Source: an optimization exercise on an open RTL-to-GDS flow (aim: small area). Production flows keep margins and buffers that such runs may drop.
Where RTL was checked, it was by simulation tests only, not by an equivalence proof against the original.
No activity file was given, so power comes from the tool's default toggle rates.

==> inputs of 02-10 <==
==> flow/design.v <==
module GPS
(
input clk,
input rst,             
input  rx,             
output err,            
output [7:0] Din,      
output RS, RW,
output EN
);
localparam [3:0] F0 = 4'd0,  F1 = 4'd1,  F2 = 4'd3,  F3 = 4'd7,  F4 = 4'd15,
                 F5 = 4'd14, F6 = 4'd13, F7 = 4'd10, F8 = 4'd5,  F9 = 4'd11,
                 F10 = 4'd6, F11 = 4'd12, F12 = 4'd8;
function [3:0] succ;
	input [3:0] x;
	succ = {x[2:0], (~x[0] & x[1]) ^ ~x[3]};
endfunction
localparam [4:0] STOPA = 5'd20, ERRI = 5'd21, IDLE = 5'd22;
reg [4:0]  hp;
reg [11:0] h;      
reg [7:0]  rd;     
reg [3:0]  ph;     
reg [4:0]  s;      
wire idle  = (hp == IDLE) | (hp == ERRI);
wire hterm = (h == 12'd3233);           
wire hload = idle | hterm;
always @(posedge clk) begin
	if (hload) h <= 12'd0;
	else       h <= {~h[10:0], h[11] ^ h[0]};
end
wire is_dollar = (rd == 8'h24);
wire [3:0] sf = s[3:0];
wire sdol    = (sf == F3) | (sf == F4) | (sf == F5) | (sf == F6);
wire writing = s[4] & (sdol | ~is_dollar);
wire pend    = (hp == STOPA);
wire wr_now  = pend & writing & (ph == sf);
always @(posedge clk) begin
	if (rst) hp <= IDLE;
	else if (idle) begin
		if (!rx) hp <= 5'd0;
		else     hp <= IDLE;
	end else if (pend) begin
		if (!writing || ph == sf) hp <= 5'd19;
	end else if (hterm) begin
		if (hp == 5'd0)       hp <= rx ? ERRI : 5'd1;
		else if (hp == 5'd18) hp <= rx ? STOPA : ERRI;
		else if (hp == 5'd19) hp <= IDLE;
		else                  hp <= hp + 5'd1;
	end
end
always @(posedge clk)
	if (!idle && hterm && !hp[0] && hp != 5'd0 && hp != 5'd18)
		rd <= {rx, rd[7:1]};
assign err = (hp == ERRI);
localparam [4:0] W0 = {1'b0, F8},  W1 = {1'b0, F9},  W2 = {1'b0, F10},
                 W3 = {1'b0, F11},    W4 = {1'b0, F12},
                 W5 = {1'b0, F7},    W6 = {1'b0, F0},    W7 = {1'b0, F2},
                 W8 = {1'b0, F3},    W9 = {1'b0, F6};
wire is_comma  = (rd == 8'h2C);
wire is_G      = (rd == 8'h47);
wire is_P      = (rd == 8'h50);
wire is_A      = (rd == 8'h41);
reg match;
reg [4:0] wnext;
always @* begin
	case (s)
	W0: begin match = is_G;     wnext = W1; end
	W1: begin match = is_P;     wnext = W2; end
	W2: begin match = is_G;     wnext = W3; end
	W3: begin match = is_G;     wnext = W4; end
	W4: begin match = is_A;     wnext = W5; end
	default: begin match = is_comma; wnext = {1'b1, sf}; end
	endcase
end
reg [4:0] tnext;
always @* begin
	case (sf)
	F12:     tnext = W6;
	F1:      tnext = W7;
	F2:      tnext = W8;
	F5:      tnext = W9;
	F6:      tnext = W0;
	default: tnext = {1'b1, succ(sf)};
	endcase
end
always @(posedge clk) begin
	if (rst) s <= W0;
	else if (pend) begin
		if (writing) begin
			if (ph == sf) s <= tnext;
		end else if (is_dollar) s <= W0;
		else if (match && !s[4]) s <= wnext;
	end
end
reg [103:0] ring;
reg clr;           
always @(posedge clk) begin
	if (rst) ph <= F0;
	else     ph <= succ(ph);
	clr <= rst | (clr & (ph != F12));
end
wire [7:0] rin = wr_now ? rd : (clr ? 8'h00 : ring[7:0]);
always @(posedge clk) ring <= {rin, ring[103:8]};
localparam [5:0] RSTP = {2'b01, F1};
reg [16:0] c;
reg [5:0]  pos;
wire cterm = (c == 17'd112661);         
always @(posedge clk) begin
	if (rst)        c <= 17'd112661;
	else if (cterm) c <= 17'd0;
	else            c <= {~c[15:0], c[16] ^ c[2]};
end
wire [3:0] pf = pos[3:0];
wire [3:0] pn = succ(pf);
wire cbefore = (pn == F0) | (pn == F2) | (pn == F3) | (pn == F6) |
               (pn == F7) | (pn == F9) | (pn == F11);
always @(posedge clk) begin
	if (rst) pos <= RSTP;
	else if (cterm) begin
		if (pos == RSTP)        pos <= 6'd32;
		else if (pos == 6'd63)  pos <= {2'b01, F0};
		else if (pos[5])        pos <= pos + 6'd1;
		else if (pos[4])        pos <= {2'b00, pf};
		else                    pos <= {1'b0, cbefore, pn};
	end
end
wire [3:0] nf = pos[4] ? pf : pn;
reg [7:0] N, DR;
wire wt  = pend & writing;
wire [7:0] N_in = (wt & (sf == nf)) ? rd : ((ph == nf) ? rin : N);
always @(posedge clk) begin
	N <= N_in;
	if (cterm)                                   DR <= N_in;
	else if (wt & (sf == pf) & (pos[5:4] == 2'b00)) DR <= rd;
end
reg [7:0] cval;
always @* begin
	if (pos[5])
		case (pos[4:3])
		2'd0: cval = 8'h38;
		2'd1: cval = 8'h01;
		2'd2: cval = 8'h06;
		default: cval = 8'h0C;
		endcase
	else
		case (pf)
		F0:  cval = 8'h80;
		F2:  cval = 8'hDF;
		F3:  cval = 8'h20;
		F6:  cval = 8'hDF;
		F7:  cval = 8'hC0;
		F9:  cval = 8'h3A;
		F11: cval = 8'h3A;
		default: cval = 8'h00;
		endcase
end
assign Din = (pos[5] | pos[4]) ? cval : DR;
assign EN  = ~(cterm & (~pos[5] | (pos[2:0] == 3'd7)));
assign RS  = ~pos[5] & (pos != RSTP) &
             ~(pos[4] & ((pf == F0) | (pf == F7)) & ~cterm);
assign RW  = 1'b0;
endmodule
==> flow/flow/run.sh <==
#!/bin/bash
# Standard ORFS layout, with CTS dummy loads off, smaller clock buffers and
# minimum-size port buffers. Full tool output goes to flow.log here and to
# ORFS's own per-step logs under orfs/logs.
set -euo pipefail
export CTS_ARGS="-sink_clustering_enable -repair_clock_nets -dont_use_dummy_load -buf_list {sky130_fd_sc_hd__clkbuf_4 sky130_fd_sc_hd__clkbuf_8}"
export BUFFER_PORTS_ARGS="-buffer_cell sky130_fd_sc_hd__buf_1"
bash standard.sh finish > flow.log 2>&1
==> flow/standard.sh <==
#!/bin/bash
# synth_recipe.tcl (not shown) runs the flow's synth.tcl, then flattens the netlist and writes it again
# the make line also repeats each setting of config.mk as NAME=value (left out here)
make -C /OpenROAD-flow-scripts/flow DESIGN_CONFIG=/design/flow/config.mk WORK_HOME=/design/flow/orfs CLKGATE_MAP_FILE= SYNTH_SCRIPT=/design/flow/synth_recipe.tcl "${@:-finish}"
==> flow/config.mk <==
export PLATFORM = sky130hd
export DESIGN_NAME = GPS
export DESIGN_NICKNAME = GPS
export VERILOG_FILES = /design/flow/design.v
export SDC_FILE = /design/flow/constraint.sdc
export NUM_CORES = 4
export LEC_CHECK = 0
export CAP_MARGIN = 20
export CORE_MARGIN = 2
export CORE_UTILIZATION = 40
export SLEW_MARGIN = 20
==> flow/constraint.sdc <==
create_clock -name core_clock -period 48.0 [get_ports {clk}]
set_input_delay 9.6000 -clock core_clock [delete_from_list [all_inputs] [get_ports {clk}]]
set_output_delay 9.6000 -clock core_clock [all_outputs]
set_load 0.01 [all_outputs]
==> inputs of 01-01, as changes to 02-10 <==
==> flow/design.v (replaced) <==
module GPS
(
input clk,
input rst,             
input  rx,             
output err,            
output [7:0] Din,      
output RS, RW,
output EN
);
localparam [4:0] STOPA = 5'd20, ERRI = 5'd21, IDLE = 5'd22;
reg [4:0]  hp;
reg [11:0] h;      
reg [7:0]  rd;     
wire idle  = (hp == IDLE) | (hp == ERRI);
wire hterm = (h == 12'd3233);           
wire hload = idle | hterm;
always @(posedge clk) begin
	if (hload) h <= 12'd0;
	else       h <= {~h[10:0], h[11] ^ h[0]};
end
always @(posedge clk) begin
	if (rst) hp <= IDLE;
	else if (idle) begin
		if (!rx) hp <= 5'd0;
		else     hp <= IDLE;
	end else if (hp == STOPA)
		hp <= 5'd19;
	else if (hterm) begin
		if (hp == 5'd0)       hp <= rx ? ERRI : 5'd1;
		else if (hp == 5'd18) hp <= rx ? STOPA : ERRI;
		else if (hp == 5'd19) hp <= IDLE;
		else                  hp <= hp + 5'd1;
	end
end
always @(posedge clk)
	if (!idle && hterm && !hp[0] && hp != 5'd0 && hp != 5'd18)
		rd <= {rx, rd[7:1]};
assign err = (hp == ERRI);
wire pstrobe = (hp == STOPA);
reg [4:0] s;
wire is_dollar = (rd == 8'h24);
wire is_comma  = (rd == 8'h2C);
wire is_G      = (rd == 8'h47);
wire is_P      = (rd == 8'h50);
wire is_A      = (rd == 8'h41);
wire take_d = (s >= 5'd6 && s <= 5'd11) || s == 5'd13 || s == 5'd14 || s == 5'd16;
wire take_n = (s >= 5'd18 && s <= 5'd20);
wire match  = ((s == 5'd0 || s == 5'd2 || s == 5'd3) && is_G) ||
              (s == 5'd1 && is_P) || (s == 5'd4 && is_A) ||
              ((s == 5'd5 || s == 5'd12 || s == 5'd15 || s == 5'd17 || s == 5'd21) && is_comma);
always @(posedge clk) begin
	if (rst) s <= 5'd0;
	else if (pstrobe) begin
		if (take_n)                 s <= s + 5'd1;
		else if (s == 5'd22)        s <= 5'd0;
		else if (is_dollar)         s <= 5'd0;
		else if (take_d || match)   s <= s + 5'd1;
	end
end
wire wr  = pstrobe & ~is_dollar;
wire [7:0] wd = rd & {8{~rst}};
reg [7:0] hr0, hr1, mn0, mn1, sc0, sc1, la0, la1, zs, lo0, lo1, lo2, zd;
always @(posedge clk) begin
	if (rst | (wr & s == 5'd6))  hr0 <= wd;
	if (rst | (wr & s == 5'd7))  hr1 <= wd;
	if (rst | (wr & s == 5'd8))  mn0 <= wd;
	if (rst | (wr & s == 5'd9))  mn1 <= wd;
	if (rst | (wr & s == 5'd10)) sc0 <= wd;
	if (rst | (wr & s == 5'd11)) sc1 <= wd;
	if (rst | (wr & s == 5'd13)) la0 <= wd;
	if (rst | (wr & s == 5'd14)) la1 <= wd;
	if (rst | (wr & s == 5'd16)) zs  <= wd;
	if (rst | (pstrobe & s == 5'd18)) lo0 <= wd;
	if (rst | (pstrobe & s == 5'd19)) lo1 <= wd;
	if (rst | (pstrobe & s == 5'd20)) lo2 <= wd;
	if (rst | (pstrobe & s == 5'd22)) zd  <= wd;
end
reg [16:0] c;
reg [5:0]  pos;
wire cterm = (c == 17'd112661);         
always @(posedge clk) begin
	if (rst)        c <= 17'd112661;
	else if (cterm) c <= 17'd0;
	else            c <= {~c[15:0], c[16] ^ c[2]};
end
always @(posedge clk) begin
	if (rst) pos <= 6'd31;
	else if (cterm) begin
		if (pos == 6'd19) pos <= 6'd0;
		else              pos <= pos + 6'd1;
	end
end
reg [7:0] dsel;
always @* begin
	case (pos)
	6'd0:  dsel = 8'h80;
	6'd1:  dsel = la0;
	6'd2:  dsel = la1;
	6'd3:  dsel = 8'hDF;
	6'd4:  dsel = zs;
	6'd5:  dsel = 8'h20;
	6'd6:  dsel = lo0;
	6'd7:  dsel = lo1;
	6'd8:  dsel = lo2;
	6'd9:  dsel = 8'hDF;
	6'd10: dsel = zd;
	6'd11: dsel = 8'hC0;
	6'd12: dsel = hr0;
	6'd13: dsel = hr1;
	6'd14: dsel = 8'h3A;
	6'd15: dsel = mn0;
	6'd16: dsel = mn1;
	6'd17: dsel = 8'h3A;
	6'd18: dsel = sc0;
	6'd19: dsel = sc1;
	default:
		case (pos[5:3])
		3'd4: dsel = 8'h38;
		3'd5: dsel = 8'h01;
		3'd6: dsel = 8'h06;
		3'd7: dsel = 8'h0C;
		default: dsel = 8'h00;
		endcase
	endcase
end
assign Din = dsel;
assign EN  = ~(cterm & (~pos[5] | (pos[2:0] == 3'd7)));
assign RS  = ~pos[5] & (pos != 6'd31) & ((pos != 6'd0 && pos != 6'd11) | cterm);
assign RW  = 1'b0;
endmodule
==> flow/run.sh (new file) <==
#!/bin/bash
# synth_recipe.tcl (not shown) runs the flow's synth.tcl, then flattens the netlist and writes it again
# the make line also repeats each setting of config.mk as NAME=value (left out here)
make -C /OpenROAD-flow-scripts/flow DESIGN_CONFIG=/design/flow/config.mk WORK_HOME=/design/flow/orfs CLKGATE_MAP_FILE= SYNTH_SCRIPT=/design/flow/synth_recipe.tcl finish
removed: flow/flow/run.sh
removed: flow/standard.sh
==> comparison table <==
Comb. pwr: 01-01 36.9 uW; 02-10 45.7 uW
Met2 demand-to-capacity share in global routing: 01-01 0.277; 02-10 0.204
Met3 Resource Use GR: 01-01 0.0504; 02-10 0.0472
Starting density of the core: 01-01 0.410; 02-10 0.406
Complex-gate fraction of the synthesized area: 01-01 0.136; 02-10 0.137
Worst slew pin tran: 01-01 1070 ps; 02-10 796 ps
Placed cell count: 01-01 728; 02-10 779
Arrival time reported for the critical path endpoint: 01-01 3530 ps; 02-10 2310 ps
Net switching power: 01-01 85.5 uW; 02-10 75.4 uW
Total routed wirelength: 01-01 15900 um; 02-10 11000 um
Worst hold slack after final layout: 01-01 377 ps; 02-10 309 ps
Via total after detailed routing: 01-01 4487; 02-10 4040
Placement Setup Slack: 01-01 35340 ps; 02-10 36550 ps
FF-to-FF setup slack: 01-01 45200 ps; 02-10 44690 ps
Total number of multi-input combinational cells: 01-01 320; 02-10 354
Simple logic cell fraction of the synthesized area: 01-01 0.151; 02-10 0.134
Result of the run: 01-01 complete, no violations; 02-10 complete, no violations
Critical register-to-register path endpoint: 01-01 sc1[1]; 02-10 DR[2]
Switch share: 01-01 0.259; 02-10 0.264
Clock root buffer: 01-01 clkbuf_16; 02-10 clkbuf_8
Number of buffers outside the clock class in the layout: 01-01 19; 02-10 17
Adder and majority gate portion of the synthesized area: 01-01 0.0268; 02-10 0.0255
Overall die height: 01-01 132 um; 02-10 130 um
Most frequent standard cell in the layout excluding fill and tap cells: 01-01 edfxtp_1; 02-10 dfxtp_1
Function not checked in 02-10: the RTL went through the layout flow alone.

-- port drivers added, routing unchanged --
How much do the figures lean on ideal ports? The routed layouts below were timed once more, with nothing changed but the port constraints.
Step 1 sets driving cells, clkbuf_16 on the clock port and buf_2 on the other inputs (assumed; they add their load-dependent delay and slew).
Step 2 moves the port delays by t, midway between the first and last clock arrival at a register: inputs arrive t later, outputs are due t later. That takes back most of the time a late clock gives input paths.
Slacks: ideal ports / drivers / drivers and shift; pairs: ideal ports / drivers.
run | shift t [ns] | setup slack, ns | worst setup path at the end | latest minus earliest clock arrival (ns)
02-10 | 0.482 | 36.093 / 36.057 / 36.539 | register to output | 0.046 / 0.046
01-01 | 0.460 | 34.874 / 34.830 / 35.289 | register to output | 0.012 / 0.011
After both steps every run listed still meets setup and hold.
